This is an optimization exercise on Yosys and OpenROAD, whose aim is small area, not a production implementation. In this exercise RTL edits were held to simulation tests only and were not proved equivalent to the original.

==> flow/design.v (excerpt) <==
module algorithm_top (
  input  logic            clk,
  input  logic            rst_n,
  input  logic            s_axis_valid,
  output logic            s_axis_ready,
  input  logic signed [DATA_WIDTH*2-1:0] s_axis_data,  
  output logic            m_axis_valid,
  input  logic            m_axis_ready,
  output logic signed [OUTPUT_WIDTH*2-1:0] m_axis_data
);
  algorithm_core core_i (
    .clk      (clk),
    .rst_n    (rst_n),
    .in_valid (s_axis_valid),
    .in_ready (s_axis_ready),
    .in_data  (s_axis_data),
    .out_valid(m_axis_valid),
    .out_ready(m_axis_ready),
    .out_data (m_axis_data)
  );
endmodule
export LEC_CHECK = 0
export CAP_MARGIN = 20
export CORE_MARGIN = 2
export CORE_UTILIZATION = 40
export SLEW_MARGIN = 20
create_clock -name core_clock -period 11.0 [get_ports {clk}]
standard.sh (not shown) runs the stock make flow with config.mk's settings and CLKGATE_MAP_FILE= SYNTH_SCRIPT=/design/flow/synth_recipe.tcl, a recipe that flattens the netlist after the stock synthesis.
==> flow/flow/run.sh <==
#!/bin/bash
# Own layout flow: the standard ORFS flow (standard.sh) with a few make settings changed:
#  - SYNTH_ARGS=-noabc: skip the quick ABC pass inside Yosys's synth so that the full-adder
#    extraction sees the adder logic as written (registers are unaffected)
#  - port buffers are buf_1 instead of the default choice
#  - clock tree synthesis without dummy loads, larger sink clusters
set -o pipefail
bash standard.sh \
  SYNTH_ARGS=-noabc \
  BUFFER_PORTS_ARGS="-buffer_cell sky130_fd_sc_hd__buf_1" \
  CTS_ARGS="-sink_clustering_enable -repair_clock_nets -dont_use_dummy_load -sink_clustering_size 25 -sink_clustering_max_diameter 80 -buf_list sky130_fd_sc_hd__clkbuf_16" \
  finish > standard_flow.log 2>&1
The starting point completed with no timing, DRC or antenna violations.
Edit:
--- a/flow/flow/run.sh
+++ b/flow/flow/run.sh
@@ -5,3 +5,3 @@
 #  - port buffers are buf_1 instead of the default choice
-#  - clock tree synthesis without dummy loads, larger sink clusters
+#  - clock tree synthesis without dummy loads, with larger sink clusters of clkbuf_16
 set -o pipefail
@@ -11,2 +11,2 @@
   CTS_ARGS="-sink_clustering_enable -repair_clock_nets -dont_use_dummy_load -sink_clustering_size 25 -sink_clustering_max_diameter 80 -buf_list sky130_fd_sc_hd__clkbuf_16" \
-  finish > standard_flow.log 2>&1
+   finish > standard_flow.log 2>&1
--- a/flow/config.mk
+++ b/flow/config.mk
@@ -9,3 +9,3 @@
 export CORE_MARGIN = 2
-export CORE_UTILIZATION = 40
+export CORE_UTILIZATION = 65
 export SLEW_MARGIN = 20
Effect:
- The new run completed without violations
- worst hold slack hardly moves
- first-iteration DRC count is about the same
- non-clock buffer count came out lower by 26
- final cell count came out lower by 12%
- utilization came out higher by 27 points
- area after synthesis stays the same
- global-route usage came out higher by 14 points
Edit:
--- a/flow/flow/run.sh
+++ b/flow/flow/run.sh
@@ -6,2 +6,3 @@
 #  - clock tree synthesis without dummy loads, with larger sink clusters of clkbuf_16
+#  - RECOVER_POWER=100: after global routing, downsize gates on paths with positive slack
 set -o pipefail
@@ -11,2 +12,2 @@
   CTS_ARGS="-sink_clustering_enable -repair_clock_nets -dont_use_dummy_load -sink_clustering_size 25 -sink_clustering_max_diameter 80 -buf_list sky130_fd_sc_hd__clkbuf_16" \
-   finish > standard_flow.log 2>&1
+  RECOVER_POWER=100 finish > standard_flow.log 2>&1
--- a/flow/config.mk
+++ b/flow/config.mk
@@ -9,3 +9,3 @@
 export CORE_MARGIN = 2
-export CORE_UTILIZATION = 65
+export CORE_UTILIZATION = 40
 export SLEW_MARGIN = 20
Result: The changed run reached the layout checks and failed them: max-capacitance violations, max-slew violations; hold slack hardly moves; first-iteration DRC count is lower by 1.1%; global-route usage goes down by 14 points; setup slack improves by 0.045 ns; synthesized cell count does not change; clock skew barely changes; wire length grows by 3.9%; cell area rose by 1.7%; cell count climbs by 14%; critical path depth stays the same.
Edit:
--- a/flow/config.mk
+++ b/flow/config.mk
@@ -9,3 +9,3 @@
 export CORE_MARGIN = 2
-export CORE_UTILIZATION = 40
+export CORE_UTILIZATION = 65
 export SLEW_MARGIN = 20
The new run finished but fails on max-capacitance violations, max-slew violations.
Non-clock buffer count drops by 26.
Synthesized area does not change.
Routed wire length drops by 3.6%.
Critical path depth decreases by 2.
Worst setup slack loses 0.031 ns.
Hold slack barely changes.
Global-route usage climbs by 14 points.
First-iteration DRC count came out lower by 1.4%.
Clock-buffer cell count stays the same.
Via count went up by 1.7%.

-- afterwards: timing with drivers on the ports --
In the flow no input, the clock included, has a driving cell. The finished layouts below were timed again as built, in two steps.
Step 1, drivers: a clkbuf_16 drives clk and a buf_2 each remaining input, both assumed.
Step 2 adds t to the input delays and takes it off the output delays; t is the mean of the earliest and latest rising clock arrival at the registers after step 1. Input paths then give back, and output paths get back, about the clock's delay inside the block.
Slacks: ideal ports / drivers / drivers and shift; pairs: ideal ports / drivers.
| run | t, ns | setup WS [ns] | slew at the worst register clock pin (ns) |
|---|---|---|---|
| the first run | 0.613 | 0.276 / 0.223 / 0.835 | 0.10 / 0.10 |
| the second run | 0.601 | 0.219 / 0.168 / 0.769 | 0.10 / 0.10 |
| the third run | 0.611 | 0.264 / 0.211 / 0.822 | 0.10 / 0.10 |
| the fourth run | 0.602 | 0.233 / 0.180 / 0.782 | 0.10 / 0.10 |
